This design comes from an exercise in tuning for small area on the open sky130 flow, not from production work. Only simulation tests tie the RTL to the original design; equivalence was not proved. The flow treats the clock pin as an ideal source. Dropping or thinning the clock tree relies on that and would not hold on a real chip. Power is estimated from default activity; no workload was simulated.

==> flow/design.v (excerpt) <==
module TinyCPU(In, Clk, Result);
	input  [11:0] In;
	input         Clk;
	output [7:0]  Result;
	wire [3:0] op = In[11:8];
	wire [7:0] d  = In[7:0];
	reg  [7:0] A, nB, R;
	wire [7:0] A_n, nB_n, R_n;
	wire [7:0] b = ~nB;
	wire ld1, hA, ld2, st, hB, hold, e4, e5, e6, P, Q, N;
	wire ge;
	assign Result = R;
	always @(posedge Clk) begin
		A  <= A_n;
		nB <= nB_n;
		R  <= R_n;
	end
	Decoder dec(.op(op), .ge(ge), .ld1(ld1), .hA(hA), .ld2(ld2), .st(st), .hB(hB),
		.hold(hold), .e4(e4), .e5(e5), .e6(e6), .P(P), .Q(Q), .N(N));
	wire [8:1] g;
	Or2 cmp0(.a(A[0]), .b(nB[0]), .y(g[1]));
	wire [7:0] x, gen, S;
	wire [7:1] cg;
	And2 cy0(.a(gen[0]), .b(e4), .y(cg[1]));
	assign S[0] = x[0];
	wire [7:0] n1, nF;
	genvar i;
	generate for (i = 0; i < 8; i = i + 1) begin : sl
		Ao22 amux(.a1(ld1), .a2(d[i]), .b1(hA), .b2(A[i]), .y(A_n[i]));
		Aoi222 bmux(.a1(ld2), .a2(d[i]), .b1(st), .b2(R[i]), .c1(hB), .c2(b[i]), .y(nB_n[i]));
		HalfAdd ha(.a(A[i]), .b(b[i]), .s(x[i]), .co(gen[i]));
		if (i > 0) begin : ch
			Maj3 cmp(.a(A[i]), .b(nB[i]), .c(g[i]), .y(g[i+1]));
			Xor2 sum(.a(x[i]), .b(cg[i]), .y(S[i]));
		end
		if (i > 0 && i < 7) begin : cy
			Ao22 carry(.a1(gen[i]), .a2(e4), .b1(x[i]), .b2(cg[i]), .y(cg[i+1]));
		end
		if (i == 0) begin : sh0
			Aoi22 sh(.a1(hold), .a2(R[i]), .b1(e6), .b2(A[i+1]), .y(n1[i]));
		end else if (i == 7) begin : sh7
			Aoi22 sh(.a1(hold), .a2(R[i]), .b1(e5), .b2(A[i-1]), .y(n1[i]));
		end else begin : shm
			Aoi222 sh(.a1(hold), .a2(R[i]), .b1(e5), .b2(A[i-1]), .c1(e6), .c2(A[i+1]), .y(n1[i]));
		end
		Aoi222 fsel(.a1(S[i]), .a2(P), .b1(gen[i]), .b2(Q), .c1(nB[i]), .c2(N), .y(nF[i]));
		Nand2 rout(.a(n1[i]), .b(nF[i]), .y(R_n[i]));
	end endgenerate
	assign ge = g[8];
endmodule
For scale: roughly 24 flip-flops, roughly 21 I/O pins, roughly 1200 sq um of cells after synthesis.
==> flow/config.mk <==
export PLATFORM = sky130hd
export DESIGN_NAME = TinyCPU
export DESIGN_NICKNAME = TinyCPU
export VERILOG_FILES = /design/flow/design.v
export SDC_FILE = /design/flow/constraint.sdc
export NUM_CORES = 4
export LEC_CHECK = 0
export ABC_AREA = 1
export CAP_MARGIN = 20
export CORE_MARGIN = 2
export CORE_UTILIZATION = 60
export PLACE_DENSITY = 0.8
export SLEW_MARGIN = 20
==> flow/constraint.sdc <==
create_clock -name core_clock -period 5.0 [get_ports {Clk}]
set_input_delay 1.0000 -clock core_clock [delete_from_list [all_inputs] [get_ports {Clk}]]
set_output_delay 1.0000 -clock core_clock [all_outputs]
set_load 0.01 [all_outputs]
standard.sh (not shown) runs the stock make flow with config.mk's settings and CLKGATE_MAP_FILE= SYNTH_SCRIPT=/design/flow/synth_recipe.tcl, a recipe that flattens the netlist after the stock synthesis.
==> flow/flow/run.sh <==
#!/bin/bash
# Layout flow: the standard ORFS flow (standard.sh) with these changes:
#  - synthesis maps each module with several ABC scripts and keeps the
#    smallest result (flow/abc_pre.tcl), hierarchically, then flattens as
#    synth_recipe.tcl does; registers are those of the standard synthesis;
#  - ports are buffered with the smallest buffer cell;
#  - the clock tree is two buffers driven by the clock port, each driving
#    half of the registers
#    (flow/pre_cts.tcl, in place of TritonCTS).
set -euo pipefail
W=$PWD
export BUFFER_PORTS_ARGS="-buffer_cell sky130_fd_sc_hd__buf_1"
export MY_ABC_SCRIPTS="$W/flow/amap.script:$W/flow/mapa.script"
export MY_ABC_SCRIPTS_Decoder="$W/flow/amap.script:$W/flow/mapa.script:$W/flow/deep.script:$W/flow/deepam.script"
export MY_ABC_DONT_USE="sky130_fd_sc_hd__a2111oi_* sky130_fd_sc_hd__nor4_* sky130_fd_sc_hd__nor4b_* sky130_fd_sc_hd__nor4bb_*"
export PRE_CTS_TCL="$W/flow/pre_cts.tcl"
export MY_CLOCK_PORT=Clk
export MY_CLOCK_BUF=sky130_fd_sc_hd__buf_4
export MY_CLOCK_NBUF=2
cat flow/abc_pre.tcl synth_recipe.tcl > my_synth.tcl
bash standard.sh SYNTH_SCRIPT=$W/my_synth.tcl SYNTH_HIERARCHICAL=1 finish > flow_standard.log 2>&1
==> flow/flow/abc_pre.tcl <==
# This flow's own technology mapping: each module is mapped by each ABC script
# in MY_ABC_SCRIPTS (colon separated), or in MY_ABC_SCRIPTS_<module> if that
# is set, and keeps the smallest result. Cells
# named in MY_ABC_DONT_USE (space separated patterns) are not used: cells
# with four transistors in series drive the decoder's long nets too slowly.
proc abc {args} {
  set i [lsearch -exact $args -script]
  if { $i >= 0 } {
    set args [lreplace $args $i [expr {$i + 1}]]
  }
  set j [lsearch -exact $args -liberty]
  set lib [lindex $args [expr {$j + 1}]]
  foreach c $::env(MY_ABC_DONT_USE) {
    lappend args -dont_use $c
  }
  set mods [split [string trim [tee -q -s result.string select -list-mod =*]] "\n"]
  foreach m $mods {
    set m [string trim $m]
    if { $m eq "" || [string match "*sky130*" $m] } { continue }
    set scripts [split $::env(MY_ABC_SCRIPTS) ":"]
    if { [info exists ::env(MY_ABC_SCRIPTS_$m)] } {
      set scripts [split $::env(MY_ABC_SCRIPTS_$m) ":"]
    }
    set best ""
    set best_area 1e18
    foreach s $scripts {
      design -save abc_pre_map
      yosys abc {*}$args -script $s $m
      set st [tee -q -s result.string stat -liberty $lib $m]
      set area 1e17
      regexp {Chip area for module[^:]*:\s*([0-9.eE+-]+)} $st -> area
      puts "MY_ABC module $m script $s area $area"
      design -load abc_pre_map
      if { $area < $best_area } {
        set best_area $area
        set best $s
      }
    }
    puts "MY_ABC module $m best $best area $best_area"
    yosys abc {*}$args -script $best $m
  }
}
Other scripts of this flow, unchanged in this note and not shown: flow/flow/amap.script, flow/flow/deep.script, flow/flow/deepam.script, flow/flow/mapa.script, flow/flow/pre_cts.tcl
The first run ran to the end with no violations.
==> next run, changes <==
--- a/flow/flow/run.sh
+++ b/flow/flow/run.sh
@@ -14,3 +14,3 @@
 export MY_ABC_SCRIPTS_Decoder="$W/flow/amap.script:$W/flow/mapa.script:$W/flow/deep.script:$W/flow/deepam.script"
-export MY_ABC_DONT_USE="sky130_fd_sc_hd__a2111oi_* sky130_fd_sc_hd__nor4_* sky130_fd_sc_hd__nor4b_* sky130_fd_sc_hd__nor4bb_*"
+export MY_ABC_DONT_USE="sky130_fd_sc_hd__a2111oi_* sky130_fd_sc_hd__nor4_* sky130_fd_sc_hd__nor4b_* sky130_fd_sc_hd__nor4bb_* sky130_fd_sc_hd__nor3_1 sky130_fd_sc_hd__nor3b_1"
 export PRE_CTS_TCL="$W/flow/pre_cts.tcl"
--- a/flow/flow/abc_pre.tcl
+++ b/flow/flow/abc_pre.tcl
@@ -2,5 +2,5 @@
 # in MY_ABC_SCRIPTS (colon separated), or in MY_ABC_SCRIPTS_<module> if that
-# is set, and keeps the smallest result. Cells
-# named in MY_ABC_DONT_USE (space separated patterns) are not used: cells
-# with four transistors in series drive the decoder's long nets too slowly.
+# is set, and keeps the smallest result. Cells named in MY_ABC_DONT_USE
+# (space separated patterns) are not used: NOR-type cells with three or four
+# transistors in series drive the decoder's long nets too slowly.
 proc abc {args} {
@@ -25,4 +25,6 @@
     set best_area 1e18
+    design -save abc_pre_map
+    set k 0
     foreach s $scripts {
-      design -save abc_pre_map
+      design -load abc_pre_map
       yosys abc {*}$args -script $s $m
@@ -32,10 +34,11 @@
       puts "MY_ABC module $m script $s area $area"
-      design -load abc_pre_map
+      design -save abc_map_$k
       if { $area < $best_area } {
         set best_area $area
-        set best $s
+        set best $k
       }
+      incr k
     }
-    puts "MY_ABC module $m best $best area $best_area"
-    yosys abc {*}$args -script $best $m
+    puts "MY_ABC module $m best [lindex $scripts $best] area $best_area"
+    design -load abc_map_$best
   }
CORE_UTILIZATION = 36   (was 60)
Result: Via count went up by 2.2%. Cell count went up by 11%. Synthesized area is about the same. Sequential cell count stays the same. Clock power is about the same.
==> next run, changes <==
--- a/flow/flow/run.sh
+++ b/flow/flow/run.sh
@@ -14,3 +14,3 @@
 export MY_ABC_SCRIPTS_Decoder="$W/flow/amap.script:$W/flow/mapa.script:$W/flow/deep.script:$W/flow/deepam.script"
-export MY_ABC_DONT_USE="sky130_fd_sc_hd__a2111oi_* sky130_fd_sc_hd__nor4_* sky130_fd_sc_hd__nor4b_* sky130_fd_sc_hd__nor4bb_* sky130_fd_sc_hd__nor3_1 sky130_fd_sc_hd__nor3b_1"
+export MY_ABC_DONT_USE="sky130_fd_sc_hd__a2111oi_* sky130_fd_sc_hd__nor4_* sky130_fd_sc_hd__nor4b_* sky130_fd_sc_hd__nor4bb_*"
 export PRE_CTS_TCL="$W/flow/pre_cts.tcl"
--- a/flow/flow/abc_pre.tcl
+++ b/flow/flow/abc_pre.tcl
@@ -2,5 +2,5 @@
 # in MY_ABC_SCRIPTS (colon separated), or in MY_ABC_SCRIPTS_<module> if that
-# is set, and keeps the smallest result. Cells named in MY_ABC_DONT_USE
-# (space separated patterns) are not used: NOR-type cells with three or four
-# transistors in series drive the decoder's long nets too slowly.
+# is set, and keeps the smallest result. Cells
+# named in MY_ABC_DONT_USE (space separated patterns) are not used: cells
+# with four transistors in series drive the decoder's long nets too slowly.
 proc abc {args} {
@@ -25,6 +25,4 @@
     set best_area 1e18
-    design -save abc_pre_map
-    set k 0
     foreach s $scripts {
-      design -load abc_pre_map
+      design -save abc_pre_map
       yosys abc {*}$args -script $s $m
@@ -34,11 +32,10 @@
       puts "MY_ABC module $m script $s area $area"
-      design -save abc_map_$k
+      design -load abc_pre_map
       if { $area < $best_area } {
         set best_area $area
-        set best $k
+        set best $s
       }
-      incr k
     }
-    puts "MY_ABC module $m best [lindex $scripts $best] area $best_area"
-    design -load abc_map_$best
+    puts "MY_ABC module $m best $best area $best_area"
+    yosys abc {*}$args -script $best $m
   }
CORE_AREA = 2 2 60 60   (was default)
CORE_MARGIN = default   (was 2)
CORE_UTILIZATION = default   (was 36)
DIE_AREA = 0 0 62 62   (was default)
- The new run produced a clean layout
- routed wire length went down by 3.5%
- area after synthesis is about the same
- core utilization rises by 0.74 points
- clock power increases by about 2%
- hold slack hardly moves
- design area hardly moves
- power is about the same
- setup slack gets better by 0.0038 ns
- die area goes down by 2.5%
==> next run, changes <==
CORE_AREA = default   (was 2 2 60 60)
CORE_MARGIN = 2   (was default)
CORE_UTILIZATION = 36   (was default)
DIE_AREA = default   (was 0 0 62 62)
What happened: Global-route usage went down by 0.42 points. Total power shrinks by 0.45%. Cell area does not change. Worst setup slack barely changes. Wire length barely changes. Flip-flop and latch count stays the same. Area after synthesis does not change. Synthesized cell count stays the same.
In every run of this note, the design's own scripts or RTL, not TritonCTS, make the clock network.

[re-timing with driven ports]
The flow's constraints put no driver on any port. The routed layouts listed below were extracted and timed again, unchanged, in two steps.
Step 1 (the two cells are an assumption about what drives the block):
set clk [get_ports {Clk}]
set_driving_cell -lib_cell sky130_fd_sc_hd__clkbuf_16 $clk
set_driving_cell -lib_cell sky130_fd_sc_hd__buf_2 [delete_from_list [all_inputs] $clk]
Step 2, shift: input delay + t, output delay - t, t = (earliest + latest rising clock arrival at the registers) / 2. This alone moves slack from input paths to output paths.
Slacks: ideal ports / drivers / drivers and shift; pairs: ideal ports / drivers.
run	t (ns)	setup WS [ns]	latest minus earliest clock arrival (ns)
the first run	0.177	0.635 / 0.635 / 0.635	0.007 / 0.008
the second run	0.179	0.707 / 0.707 / 0.707	0.002 / 0.002
the third run	0.179	0.711 / 0.711 / 0.711	0.009 / 0.009
the fourth run	0.178	0.710 / 0.710 / 0.710	0.005 / 0.005
After both steps every run listed still meets setup and hold.
